What follows belongs to an exercise in optimizing a design on an open flow for small area; a production flow would make more cautious choices. The RTL was checked by simulation tests, not by an equivalence proof against the original design. Power and IR drop assume default switching activity.

==> v6: inputs <==
==> flow/design.v (excerpt) <==
module TopModule(
    input clk,
    input rst_n,
    input wire [3:0] sample_rate,
    input [3:0] data_in,
    input coeff_write,
    input [7:0] coeff_in,
    input [6:0] coeff_addr,
    input wire new_symbol,
    output wire [11:0] data_out,
    output reg data_out_valid
);
clock: 6.0 ns
lec_check: 0
cap_margin: 20
core_margin: 2
core_utilization: 65
cts_buf_list: sky130_fd_sc_hd__clkbuf_8
cts_cluster_diameter: 50
cts_cluster_size: 16
slew_margin: 20
synth_hierarchical: 1
run.sh (not shown) runs the stock make flow with config.mk's settings and CLKGATE_MAP_FILE= SYNTH_SCRIPT=/design/flow/synth_recipe.tcl, a recipe that flattens the netlist after the stock synthesis.
==> v26: changes against v6 <==
==> flow/config.mk (replaced) <==
export PLATFORM = sky130hd
export DESIGN_NAME = TopModule
export DESIGN_NICKNAME = TopModule
export VERILOG_FILES = /design/flow/design.v
export SDC_FILE = /design/flow/constraint.sdc
export NUM_CORES = 4
export LEC_CHECK = 0
export CAP_MARGIN = 20
export CORE_MARGIN = 2
export CORE_UTILIZATION = 70
export CTS_BUF_LIST = sky130_fd_sc_hd__clkbuf_16
export CTS_CLUSTER_DIAMETER = 80
export CTS_CLUSTER_SIZE = 26
export SLEW_MARGIN = 20
export SYNTH_HIERARCHICAL = 1
==> comparison table <==
	v26	v6
Share of power burned in combinational logic	0.027	0.023
Status	finished clean	finished clean
Power Clock	6.04 mW	6.57 mW
Die ar.	126,400 sq um	136,000 sq um
Clock transition at the register clock pins on the worst setup and hold paths after CTS	0.11 ns	0.10 ns
Delay of the slowest cell on the worst path	0.68 ns	0.72 ns
P_comb	0.443 mW	0.380 mW
GRT met2 Usage	0.7767	0.7182
Total wire length	363.1 mm	355.8 mm
Routed length on met1	107.0 mm	111.9 mm
Fraction of final layout cells sized beyond drive strength 1	0.03646	0.05643
RR Startpoint	u_fir_filter.dl[398]	u_fir_filter.u_coeff_memory.coeff_out[3]
Setup WS post-layout	0.4105 ns	0.2844 ns
Nets	8,417	8,502
Path depth of the worst reg2reg path	15	14

* * *

==> v29: inputs <==
Starting RTL as in the previous note.
Settings: LEC_CHECK=0, CAP_MARGIN=20, CORE_MARGIN=2, CORE_UTILIZATION=70, CTS_BUF_LIST=sky130_fd_sc_hd__clkbuf_16, CTS_CLUSTER_DIAMETER=90, CTS_CLUSTER_SIZE=30, PLACE_DENSITY=0.8, SLEW_MARGIN=20, SYNTH_HIERARCHICAL=1; clock period 6.0 ns.
==> v39: changes against v29 <==
==> flow/config.mk (replaced) <==
export PLATFORM = sky130hd
export DESIGN_NAME = TopModule
export DESIGN_NICKNAME = TopModule
export VERILOG_FILES = /design/flow/design.v
export SDC_FILE = /design/flow/constraint.sdc
export NUM_CORES = 4
export LEC_CHECK = 0
export CAP_MARGIN = 10
export CORE_MARGIN = 2
export CORE_UTILIZATION = 60
export CTS_BUF_LIST = sky130_fd_sc_hd__clkbuf_16
export CTS_CLUSTER_DIAMETER = 80
export CTS_CLUSTER_SIZE = 26
export GPL_TIMING_DRIVEN = 0
export SLEW_MARGIN = 10
export SYNTH_HIERARCHICAL = 1
==> notes <==
Between v29 and v39, the lower global-route usage is in v39 (gap 8.9 points).
In v39 the die area is larger than in v29, by about 16%.
Between v29 and v39, the lower combinational power is in v39 (gap about 10%, measured against v39).
Of v29 and v39, v29 has the higher first-iteration DRC count (gap about 35%, measured against v39).
v29 produced a clean layout. v39 completed, yet does not pass: negative setup slack.
Against v39, the clock skew of v29 is higher by 0.0022 ns.
==> figures <==
                                                             v39                   v29
Worst IR Drop VDD                                         366 uV                413 uV
Arrival time worst endpoint                              6.71 ns               6.32 ns
Power density cells                                  180 nW/um^2           170 nW/um^2
Layout clock buffer count                                     88                    61
Reg2Reg Capture Point                      u_fir_filter.st0[100]  u_fir_filter.st0[25]
Internal power                                           12.5 mW               11.7 mW
Number of buffers added on ports                              38                    39
Total cell area at the placement stage              89,600 sq um          88,200 sq um
Net Switching                                            4.19 mW               3.71 mW
Starting Density                                           0.603                 0.708
Average vias per placed instance                            6.42                  7.25
Result of the run                       finished with violations        finished clean
Violated checks                             negative setup slack                     -

* * *

==> build 97: inputs <==
TopModule again, from the RTL that the note above started with.
clock: 6.0 ns
lec_check: 0
cap_margin: 20
core_margin: 2
core_utilization: 65
cts_buf_list: sky130_fd_sc_hd__clkbuf_8 sky130_fd_sc_hd__clkbuf_16
cts_cluster_diameter: 60
cts_cluster_size: 20
slew_margin: 20
synth_hierarchical: 1
==> build 90: changes against build 97 <==
Settings changed: CORE_UTILIZATION 65 to 70, CTS_BUF_LIST sky130_fd_sc_hd__clkbuf_8 sky130_fd_sc_hd__clkbuf_16 to sky130_fd_sc_hd__clkbuf_16, CTS_CLUSTER_DIAMETER 60 to 90, CTS_CLUSTER_SIZE 20 to 28, PLACE_DENSITY set to 0.75.
==> trial 23: changes against build 97 <==
Settings changed: CORE_UTILIZATION 65 to 40, CTS_BUF_LIST sky130_fd_sc_hd__clkbuf_8 sky130_fd_sc_hd__clkbuf_16 to unset, CTS_CLUSTER_DIAMETER 60 to unset, CTS_CLUSTER_SIZE 20 to unset.
==> run notes <==
- Critical path depth is the same in trial 23 and build 97.
- Final cell count, highest first: trial 23, build 97, build 90.
- In build 97 the non-clock buffer count is lower than in trial 23, by 116.
- Wire length: build 90 is smaller than trial 23 (about 11%).
- In sequential cell count, trial 23 and build 90 do not differ.
- Cell area: build 90 < build 97 < trial 23.
==> figures <==
|  | build 97 | build 90 | trial 23 |
|---|---|---|---|
| Run status | finished clean | finished clean | finished clean |
| Area of the multi-input gates | 53600 um^2 | 53600 um^2 | 53600 um^2 |
| VDD IR max | 0.383 mV | 0.461 mV | 0.302 mV |
| CTS clk-pin slew, worst paths | 0.08 ns | 0.12 ns | 0.06 ns |
| Drt pass-1 iters | 8 | 14 | 9 |
| Non-clk buf share | 0.0123 | 0.00986 | 0.0214 |
| Buffering stage count on the worst path with inverters included | 0 | 1 | 0 |
| Crit Reg-Reg Endpoint | u_fir_filter.st0[100] | u_fir_filter.st0[29] | u_fir_filter.st0[100] |
| Cell with the biggest individual delay on the critical path | fa_1 | dfxtp_1 | dfxtp_1 |
| Worst setup margin | 0.288 ns | 0.179 ns | 0.201 ns |
| Proportion of power drawn by the clock network | 0.440 | 0.338 | 0.495 |
| Met1 demand-to-capacity share in global routing | 0.669 | 0.722 | 0.511 |
| Required time reported for the critical path endpoint | 6.66 ns | 6.69 ns | 6.74 ns |

[afterwards: timing with drivers on the ports]
How much do the figures lean on ideal ports? The routed layouts below were timed once more, with nothing changed but the port constraints.
Step 1, drivers: a clkbuf_16 drives clk and a buf_2 each remaining input, both assumed.
Step 2 also shifts input and output timing later by t, the mid clock arrival at the registers, as if the neighbouring blocks saw the same clock.
a / b / c = ideal ports / drivers / drivers and shift; a / b = the first two.
| run | t (ns) | setup slack, ns | hold slack, ns | worst register clock-pin slew, ns |
|---|---|---|---|---|
| v6 | 0.996 | 0.284 / 0.284 / 0.284 | 0.302 / 0.302 / 0.302 | 0.10 / 0.10 |
| v26 | 0.839 | 0.411 / 0.411 / 0.411 | 0.325 / 0.325 / 0.325 | 0.11 / 0.11 |
| v29 | 0.844 | 0.309 / 0.309 / 0.309 | 0.314 / 0.314 / 0.314 | 0.12 / 0.12 |
| v39 | 0.840 | -0.107 / -0.107 / -0.107 | 0.283 / 0.283 / 0.283 | 0.11 / 0.11 |
| build 97 | 0.875 | 0.288 / 0.288 / 0.288 | 0.286 / 0.286 / 0.286 | 0.09 / 0.09 |
| build 90 | 0.835 | 0.179 / 0.179 / 0.179 | 0.301 / 0.301 / 0.301 | 0.12 / 0.12 |
| trial 23 | 0.950 | 0.201 / 0.201 / 0.201 | 0.278 / 0.278 / 0.278 | 0.08 / 0.08 |
